Context: an optimization exercise on an open-source flow, tuned for small area. The choices shown serve that exercise and are no tape-out recipe. No functional check of the RTL was part of this run. Power figures rest on the tool's default switching activity, not on a simulated workload.

File: config.mk
export PLATFORM = sky130hd
export DESIGN_NAME = serial_protocol_converter
export DESIGN_NICKNAME = serial_protocol_converter
export VERILOG_FILES = /design/flow/design.v
export SDC_FILE = /design/flow/constraint.sdc
export NUM_CORES = 4
export LEC_CHECK = 0
export CAP_MARGIN = 20
export CORE_MARGIN = 2
export CORE_UTILIZATION = 40
export SLEW_MARGIN = 20
File: constraint.sdc
create_clock -name core_clock -period 10.0 [get_ports {clk}]
set_input_delay 2.0000 -clock core_clock [delete_from_list [all_inputs] [get_ports {clk}]]
set_output_delay 2.0000 -clock core_clock [all_outputs]
set_load 0.01 [all_outputs]
File: design.v
module pwm_module (
    input  wire        clk,
    input  wire        rst_n,
    input  wire [15:0] period,    
    input  wire [15:0] duty,      
    output reg         pwm_out
);
    reg [15:0] cnt;
    wire [31:0] prod = period * {16'd0, duty};  
    wire [31:0] mul = ( {16'd0, period} * {16'd0, duty} );
    wire [15:0] thresh = mul[31:16];  
    always @(posedge clk or negedge rst_n) begin
        if (!rst_n) begin
            cnt <= 16'd0;
            pwm_out <= 1'b0;
        end else begin
            if (period == 16'd0) begin
                cnt <= 16'd0;
                pwm_out <= 1'b0;
            end else begin
                if (cnt >= period - 1) begin
                    cnt <= 16'd0;
                end else begin
                    cnt <= cnt + 1'b1;
                end
                if (thresh == 16'd0) begin
                    pwm_out <= 1'b0;
                end else begin
                    pwm_out <= (cnt < thresh) ? 1'b1 : 1'b0;
                end
            end
        end
    end
endmodule
module i2c_controller (
    input               clk,
    input               rst_n,
    input  [31:0]       config_reg,
    input  [31:0]       tx_data,
    output reg [31:0]   rx_data,
    input               start,
    output reg          done
);
localparam IDLE = 2'd0;
localparam BUSY = 2'd1;
localparam DONE = 2'd2;
reg [1:0] state;
reg [15:0] counter;
always @(posedge clk or negedge rst_n) begin
    if (!rst_n) begin
        state <= IDLE;
        counter <= 16'd0;
        done <= 1'b0;
        rx_data <= 32'd0;
    end else begin
        case (state)
            IDLE: begin
                done <= 1'b0;
                if (start) begin
                    state <= BUSY;
                    counter <= 16'd0;
                end
            end
            BUSY: begin
                counter <= counter + 1'b1;
                if (counter == 16'd200) begin
                    rx_data <= tx_data;  
                    done <= 1'b1;
                    state <= DONE;
                end
            end
            DONE: begin
                done <= 1'b0;
                state <= IDLE;
            end
            default: state <= IDLE;
        endcase
    end
end
endmodule
module uart_controller (
    input               clk,
    input               rst_n,
    input  [31:0]       config_reg,
    input  [31:0]       tx_data,
    output reg [31:0]   rx_data,
    input               tx_start,
    output reg          tx_done,
    output reg          rx_ready,
    output reg          tx,        
    input               rx         
);
parameter DEFAULT_BAUD_DIV = 434;  
wire [15:0] baud_div_w = (config_reg[15:0] == 16'd0) ? DEFAULT_BAUD_DIV[15:0] : config_reg[15:0];
reg [15:0] baud_cnt_tx;
reg [3:0]  tx_bit_idx;
reg [9:0]  tx_shift;  
reg        tx_active;
reg [15:0] baud_cnt_rx;
reg [3:0]  rx_bit_idx;
reg [7:0]  rx_shift;
reg        rx_active;
reg        rx_sync0, rx_sync1;  
reg        rx_sample_en;
reg [15:0] rx_sample_cnt;
always @(posedge clk or negedge rst_n) begin
    if (!rst_n) begin
        rx_sync0 <= 1'b1;
        rx_sync1 <= 1'b1;
    end else begin
        rx_sync0 <= rx;
        rx_sync1 <= rx_sync0;
    end
end
always @(posedge clk or negedge rst_n) begin
    if (!rst_n) begin
        baud_cnt_tx <= 16'd0;
        tx_bit_idx <= 4'd0;
        tx_shift <= 10'b1111111111;
        tx_active <= 1'b0;
        tx <= 1'b1;  
        tx_done <= 1'b0;
    end else begin
        tx_done <= 1'b0;
        if (!tx_active) begin
            if (tx_start) begin
                tx_shift <= {1'b1, tx_data[7:0], 1'b0};
                tx_bit_idx <= 4'd0;
                baud_cnt_tx <= 16'd0;
                tx_active <= 1'b1;
                tx <= 1'b0;  
            end else begin
                tx <= 1'b1;
            end
        end else begin
            if (baud_cnt_tx >= baud_div_w - 1) begin
                baud_cnt_tx <= 16'd0;
                tx <= tx_shift[0];
                tx_shift <= {1'b1, tx_shift[9:1]};  
                tx_bit_idx <= tx_bit_idx + 1'b1;
                if (tx_bit_idx == 4'd9) begin
                    tx_active <= 1'b0;
                    tx_done <= 1'b1;  
                    tx <= 1'b1;  
                end
            end else begin
                baud_cnt_tx <= baud_cnt_tx + 1'b1;
            end
        end
    end
end
localparam RX_STATE_IDLE = 2'd0;
localparam RX_STATE_START = 2'd1;
localparam RX_STATE_DATA = 2'd2;
localparam RX_STATE_STOP = 2'd3;
reg [1:0] rx_state;
always @(posedge clk or negedge rst_n) begin
    if (!rst_n) begin
        rx_state <= RX_STATE_IDLE;
        baud_cnt_rx <= 16'd0;
        rx_bit_idx <= 4'd0;
        rx_shift <= 8'd0;
        rx_active <= 1'b0;
        rx_ready <= 1'b0;
        rx_data <= 32'd0;
    end else begin
        rx_ready <= 1'b0;
        case (rx_state)
            RX_STATE_IDLE: begin
                if (rx_sync1 == 1'b0) begin
                    baud_cnt_rx <= (baud_div_w >> 1);
                    rx_state <= RX_STATE_START;
                end
            end
            RX_STATE_START: begin
                if (baud_cnt_rx == 16'd0) begin
                    if (rx_sync1 == 1'b0) begin
                        rx_bit_idx <= 4'd0;
                        baud_cnt_rx <= baud_div_w - 1;
                        rx_state <= RX_STATE_DATA;
                    end else begin
                        rx_state <= RX_STATE_IDLE;
                    end
                end else begin
                    baud_cnt_rx <= baud_cnt_rx - 1'b1;
                end
            end
            RX_STATE_DATA: begin
                if (baud_cnt_rx == 16'd0) begin
                    rx_shift <= {rx_sync1, rx_shift[7:1]};  
                    rx_bit_idx <= rx_bit_idx + 1'b1;
                    baud_cnt_rx <= baud_div_w - 1;
                    if (rx_bit_idx == 4'd7) begin
                        rx_state <= RX_STATE_STOP;
                    end
                end else begin
                    baud_cnt_rx <= baud_cnt_rx - 1'b1;
                end
            end
            RX_STATE_STOP: begin
                if (baud_cnt_rx == 16'd0) begin
                    rx_data <= {24'd0, rx_shift};  
                    rx_ready <= 1'b1;  
                    rx_state <= RX_STATE_IDLE;
                end else begin
                    baud_cnt_rx <= baud_cnt_rx - 1'b1;
                end
            end
            default: rx_state <= RX_STATE_IDLE;
        endcase
    end
end
endmodule
module serial_protocol_converter (
    input               clk,
    input               rst_n,
    input [7:0]         cmd_opcode,
    input [15:0]        cmd_addr,
    input [31:0]        cmd_data,
    input               cmd_valid,
    output reg          spi_sclk,
    output reg          spi_mosi,
    input               spi_miso,
    output reg [3:0]    spi_cs,
    input               uart_rx,
    output              uart_tx,
    output [7:0]        pwm_out,
    output reg [31:0]   tx_data,
    output reg          tx_en,
    input               tx_done
);
reg [31:0]   spi_config_reg;   
reg [31:0]   spi_tx_reg;       
reg [31:0]   spi_rx_reg;       
reg [31:0]   i2c_config_reg;   
reg [31:0]   i2c_tx_reg;       
wire [31:0]  i2c_rx_reg;       
reg [31:0]   uart_config_reg;  
reg [31:0]   uart_tx_reg;      
wire [31:0]  uart_rx_reg;      
reg [31:0]   pwm_config_reg[7:0];  
wire         i2c_done;
wire         uart_tx_done;
wire         uart_rx_ready;
localparam IDLE   = 3'd0;
localparam SPI_TX = 3'd1;
localparam SPI_RX = 3'd2;
localparam I2C_TX = 3'd3;
localparam I2C_RX = 3'd4;
localparam UART_TX= 3'd5;
localparam UART_RX= 3'd6;
reg [2:0] current_state, next_state;
integer idx;
always @(posedge clk or negedge rst_n) begin
    if (!rst_n) begin
        spi_config_reg <= 32'd0;
        spi_tx_reg <= 32'd0;
        i2c_config_reg <= 32'd0;
        i2c_tx_reg <= 32'd0;
        uart_config_reg <= 32'd0;
        uart_tx_reg <= 32'd0;
        for (idx = 0; idx < 8; idx = idx + 1) begin
            pwm_config_reg[idx] <= 32'd0;
        end
        tx_data <= 32'd0;
        tx_en <= 1'b0;
    end else if (cmd_valid) begin
        case (cmd_opcode)
            8'h01: spi_config_reg <= cmd_data;
            8'h02: spi_tx_reg <= cmd_data;
            8'h03: i2c_config_reg <= cmd_data;
            8'h04: i2c_tx_reg <= cmd_data;
            8'h05: uart_config_reg <= cmd_data;
            8'h06: uart_tx_reg <= cmd_data;
            8'h07: begin
                if (cmd_addr < 8) begin
                    pwm_config_reg[cmd_addr] <= cmd_data;
                end
            end
            8'h08: begin
                case (cmd_addr)
                    16'h0001: tx_data <= spi_rx_reg;
                    16'h0002: tx_data <= i2c_rx_reg;
                    16'h0003: tx_data <= uart_rx_reg;
                    default:  tx_data <= 32'd0;
                endcase
                tx_en <= 1'b1;
            end
            default: ;
        endcase
    end else if (tx_done) begin
        tx_en <= 1'b0;
    end
end
reg [5:0] spi_bit_cnt;
reg [31:0] spi_shift_reg;
always @(posedge clk or negedge rst_n) begin
    if (!rst_n) begin
        spi_sclk <= 1'b0;
        spi_mosi <= 1'b0;
        spi_cs <= 4'hF;
        spi_bit_cnt <= 6'd0;
        spi_shift_reg <= 32'd0;
        spi_rx_reg <= 32'd0;
    end else begin
        case (current_state)
            IDLE: begin
                spi_sclk <= 1'b0;
                if (cmd_valid && cmd_opcode == 8'h02) begin
                    spi_cs <= ~(1 << (cmd_addr[1:0]));  
                    spi_shift_reg <= spi_tx_reg;
                    spi_bit_cnt <= 6'd31;
                end
            end
            SPI_TX: begin
                spi_sclk <= ~spi_sclk;
                if (spi_sclk) begin
                    spi_mosi <= spi_shift_reg[31];
                    spi_shift_reg <= {spi_shift_reg[30:0], spi_miso};
                    if (spi_bit_cnt == 0) begin
                        spi_cs <= 4'hF;
                        spi_rx_reg <= {spi_shift_reg[30:0], spi_miso};
                        spi_bit_cnt <= 6'd0;
                    end else begin
                        spi_bit_cnt <= spi_bit_cnt - 1'b1;
                    end
                end
            end
            default: begin
                spi_sclk <= 1'b0;
                spi_mosi <= 1'b0;
                spi_cs <= 4'hF;
            end
        endcase
    end
end
i2c_controller i2c_controller_inst (
    .clk        (clk),
    .rst_n      (rst_n),
    .config_reg (i2c_config_reg),
    .tx_data    (i2c_tx_reg),
    .rx_data    (i2c_rx_reg),
    .start      (cmd_valid && cmd_opcode == 8'h04),
    .done       (i2c_done)
);
uart_controller uart_controller_inst (
    .clk        (clk),
    .rst_n      (rst_n),
    .config_reg (uart_config_reg),
    .tx_data    (uart_tx_reg),
    .rx_data    (uart_rx_reg),
    .tx_start   (cmd_valid && cmd_opcode == 8'h06),
    .tx_done    (uart_tx_done),
    .rx_ready   (uart_rx_ready),
    .tx         (uart_tx),
    .rx         (uart_rx)
);
generate
    genvar j;
    for (j = 0; j < 8; j = j + 1) begin : pwm_generator
        pwm_module pwm_module_inst (
            .clk        (clk),
            .rst_n      (rst_n),
            .period     (pwm_config_reg[j][31:16]),
            .duty       (pwm_config_reg[j][15:0]),
            .pwm_out    (pwm_out[j])
        );
    end
endgenerate
always @(*) begin
    case (current_state)
        IDLE: begin
            if (cmd_valid && cmd_opcode == 8'h02)
                next_state = SPI_TX;
            else if (cmd_valid && cmd_opcode == 8'h04)
                next_state = I2C_TX;
            else if (cmd_valid && cmd_opcode == 8'h06)
                next_state = UART_TX;
            else
                next_state = IDLE;
        end
        SPI_TX: begin
            if (spi_bit_cnt == 0 && spi_sclk)
                next_state = IDLE;
            else
                next_state = SPI_TX;
        end
        default: next_state = IDLE;
    endcase
end
always @(posedge clk or negedge rst_n) begin
    if (!rst_n)
        current_state <= IDLE;
    else
        current_state <= next_state;
end
endmodule
File: run.sh
#!/bin/bash
# synth_recipe.tcl (not shown) runs the flow's synth.tcl, then flattens the netlist and writes it again
# the make line also repeats each setting of config.mk as NAME=value (left out here)
make -C /OpenROAD-flow-scripts/flow DESIGN_CONFIG=/design/flow/config.mk WORK_HOME=/design/flow/orfs CLKGATE_MAP_FILE= SYNTH_SCRIPT=/design/flow/synth_recipe.tcl finish
==> impl_metrics.json <==
{
  "run_status": "finished clean",
  "grt_start_max_net_pins": 162,
  "yosys.area.top_type_share_pct": 29.87,
  "count_of_port_buffers_added_during_placement": 109,
  "layout.core_utilization_pct": 42.87,
  "postSynthRegisterBits": 713,
  "critPathCaptureType": "flip-flop",
  "sequential_element_share_of_the_synthesized_area_pct": 17.26,
  "synth-edff-count": 0,
  "critPathMaxFanout": 22,
  "grt_util_all_layers_pct": 21.66,
  "post_synth_most_frequent_cells": "inv_1 (1934), fa_1 (1544), nand2_1 (1539)",
  "hold_viol": 0,
  "clock_sink_count": 713,
  "core-area_mm2": 0.2569,
  "clock_tree.htree_level_count": 3,
  "max-cap-violations": 0,
  "async_reset_ff_share_pct": 100.0,
  "crit-reg2reg-capture": "pwm_generator[6].pwm_module_inst.pwm_out",
  "avgViaCountPerCell": 5.286,
  "floorplan.rows": 186,
  "critical-path-top-cell-by-count": "fa_1",
  "drt-initial-drc-count": 4495,
  "total_leakage_power_nw": 56.65,
  "vias": 75670,
  "ys_warn_count": 6,
  "largest_stage_delay_on_the_critical_path_ns": 1.08,
  "cts.hold.buffers_added": 0,
  "place.detailed.hpwl_mm": 203.2,
  "detailedRoute.firstPassIterationCount": 5,
  "grt_antenna_before_repair": 22,
  "ff2ff_setup_slack_ns": 1.64,
  "power_density_mw_per_mm2": 71.65,
  "syn_area_per_cell_um2": 9.290,
  "worst-endpoint-arrival_ns": 8.96,
  "global_placer_s_final_weighted_congestion": 0.8849,
  "post_route_ant_nets": 0,
  "finish.net_count": 13560,
  "grt_pass1_wl_mm": 453.1,
  "drc": 0,
  "clock_buffer_count_from_cts": 86,
  "critical_path.endpoint": "pwm_generator[6].pwm_module_inst.pwm_out",
  "synth.most_common_cell": "inv_1",
  "hold_crit_path_type": "reg2reg",
  "mappedNetlistArea_mm2": 0.1035,
  "io_pins": 110,
  "r2r.worst_path.cells": 31,
  "post_synth_inst_count": 11140,
  "final_min_period_over_clock_period_pct": 83.62,
  "synth_top_cells_by_area": "fa_1 (30%), dfrtp_1 (17%), ha_1 (13%)",
  "clock.fmax_mhz": 119.6,
  "timing.clock.skew_ns": 0.03301,
  "post-cts-setup-buffers": 0,
  "die_area_mm2": 0.2627,
  "gr-total-overflow": 0,
  "chipHeight_um": 512.6,
  "postSynth.topFlopCell": "dfrtp_1",
  "synth_area_leader_cell": "fa_1",
  "worst_setup_hold_path_clk_slew_ns": 0.06,
  "die_w_um": 512.6,
  "worstSkewPairLatency_ns": 0.74,
  "tritoncts": "built",
  "worstSetupStartpointType": "flip-flop",
  "path_class": "reg2reg",
  "grt_setup_unrepaired": "false",
  "critPathRequiredTime_ns": 10.60,
  "first_global_vias": 82260,
  "post_route_setup_tns_ns": 0,
  "crit_path_top_delay_cell": "dfrtp_1",
  "worstReg2RegStart": "pwm_config_reg[6][25]",
  "initial_core_utilization_pct": 40.27,
  "synthesized_netlist_net_count": 13850,
  "largest_reg_flops": 256,
  "ctsRootBufferMaster": "clkbuf_16",
  "syn_to_final_growth_pct": 6.450,
  "wirelength_mm": 277.9,
  "setup_violators_final": 0,
  "max_rail_drop_vdd_mv": 0.1364,
  "worstSetupStartpoint": "pwm_config_reg[6][25]",
  "drv_slew": 0,
  "detail_route.wl_per_cell_um": 19.42,
  "number_of_buffers_between_clock_root_and_the_deepest_sink": 3,
  "tightestPinTransition_ns": 1.119,
  "synth.distinct_cells": 101,
  "drive_gt1_share_pct": 6.385,
  "cts-resized-gates": 0,
  "slew-limit-headroom_pct": 25.42,
  "finalCriticalPeriod_ns": 8.362
}
[cell usage in the layout (no fill, tap or decap), types with 98 or more instances in the layout]
| cell | instances |
|---|---|
| a21o_1 | 153 |
| nand3_1 | 135 |
| a21oi_1 | 255 |
| ha_1 | 1101 |
| and2_1 | 938 |
| clkdlybuf4s50_1 | 98 |
| xnor2_1 | 226 |
| fa_1 | 1544 |
| dfrtp_1 | 697 |
| nand4_1 | 103 |
| o21ai_0 | 225 |
| xor2_1 | 165 |
| nand2_1 | 1538 |
| nor2_1 | 375 |
| inv_1 | 1934 |
| mux2_2 | 387 |
[cell families after synthesis]
logic type	Yosys count	synth area share, %
AOI/OAI and AO/OA	1006	6.286
xor gates and xnor gates	392	3.326
adders and majority gates	2646	43.20
buffers and inverters	2476	9.075
DFF	713	17.26
muxes	407	4.405
and+or+nand+nor	3497	16.44
[layer usage]
| metal | wire length (µm) | vias up | GRT usage (%) |
|---|---|---|---|
| met5 | 8 | - | 0 |
| li1 | - | 34250 | - |
| met4 | 11420 | 2 | 8.142 |
| met2 | 133500 | 1973 | 36.86 |
| met1 | 117400 | 39030 | 27.72 |
| met3 | 15580 | 416 | 3.288 |
[metrics by stage]
stage                     std cells  instance area [µm²]  total power (W)  setup WS, ns  hold slack, ns
after floorplan               11140               103500         0.004191         2.701          0.3452
after global placement        14140               107100         0.004616         1.859          0.4182
after detailed placement      14140               107100         0.004666         1.737          0.4193
after CTS                     14300               110100         0.007997         1.676          0.4406
after global routing          14300               110100         0.008270         1.174          0.4346
final                         14320               110100         0.007892         1.638          0.4281
[where the power goes]
part	leakage [nW]	total [W]	internal (W)	switching, W
Clock	1.44	0.00328	0.00186	0.00143
Combinational	45.7	0.00120	0.000475	0.000725
Sequential	9.53	0.00341	0.00316	0.000250
Total	56.7	0.00789	0.00549	0.00240
[area by class of cell]
type	count	area (µm²)
Clock buffer	111	2396
Fill cell	24980	146800
Multi-Input combinational cell	7948	76290
Tap cell	3384	4234
Sequential cell	713	17860
Antenna cell	14	35.03
Clock inverter	44	524.3
Inverter	1935	7263
Timing Repair Buffer	166	1531
[critical path, delay by kind of cell (launching register included)]
kind,cells,cell delay [ns]
AOI/OAI and AO/OA,9,1.86
xor gates and xnor gates,1,0.21
adders and majority gates,8,3.67
buffers and inverters,3,0.14
DFF,1,1.08
and+or+nand+nor,10,1.26
[worst min-delay path by stage]
stage | startpoint | endpoint | slack [ns] | cells after the start
finish | uart_controller_inst.rx_sync0 | uart_controller_inst.rx_sync1 | 0.43 | 0
global route | uart_controller_inst.rx_sync0 | uart_controller_inst.rx_sync1 | 0.43 | 0
CTS | uart_controller_inst.rx_sync0 | uart_controller_inst.rx_sync1 | 0.44 | 0
detailed placement | uart_controller_inst.rx_sync0 | uart_controller_inst.rx_sync1 | 0.42 | 0
global placement | uart_controller_inst.rx_sync0 | uart_controller_inst.rx_sync1 | 0.42 | 0
floorplan | uart_controller_inst.rx_sync0 | uart_controller_inst.rx_sync1 | 0.35 | 0

[separate check: timing with driven ports]
The results above use ideal ports. As a check the final layout listed here was re-extracted and re-timed, cells and wires unchanged.
Step 1 (the two cells are an assumption about what drives the block):
set clk [get_ports {clk}]
set_driving_cell -lib_cell sky130_fd_sc_hd__clkbuf_16 $clk
set_driving_cell -lib_cell sky130_fd_sc_hd__buf_2 [delete_from_list [all_inputs] $clk]
Step 2 adds t to the input delays and takes it off the output delays; t is the mean of the earliest and latest rising clock arrival at the registers after step 1. Input paths then give back, and output paths get back, about the clock's delay inside the block.
Slacks: no drivers / after step 1 / after step 2; pairs: no drivers / after step 1.
shift t [ns]: 0.809
setup slack, ns: 1.638 / 1.638 / 1.638
worst hold slack (ns): 0.428 / 0.428 / 0.428
After both steps this run still meets setup and hold. For this run, drivers alone change the setup slack by 0.000 ns; drivers and shift together by 0.000 ns.
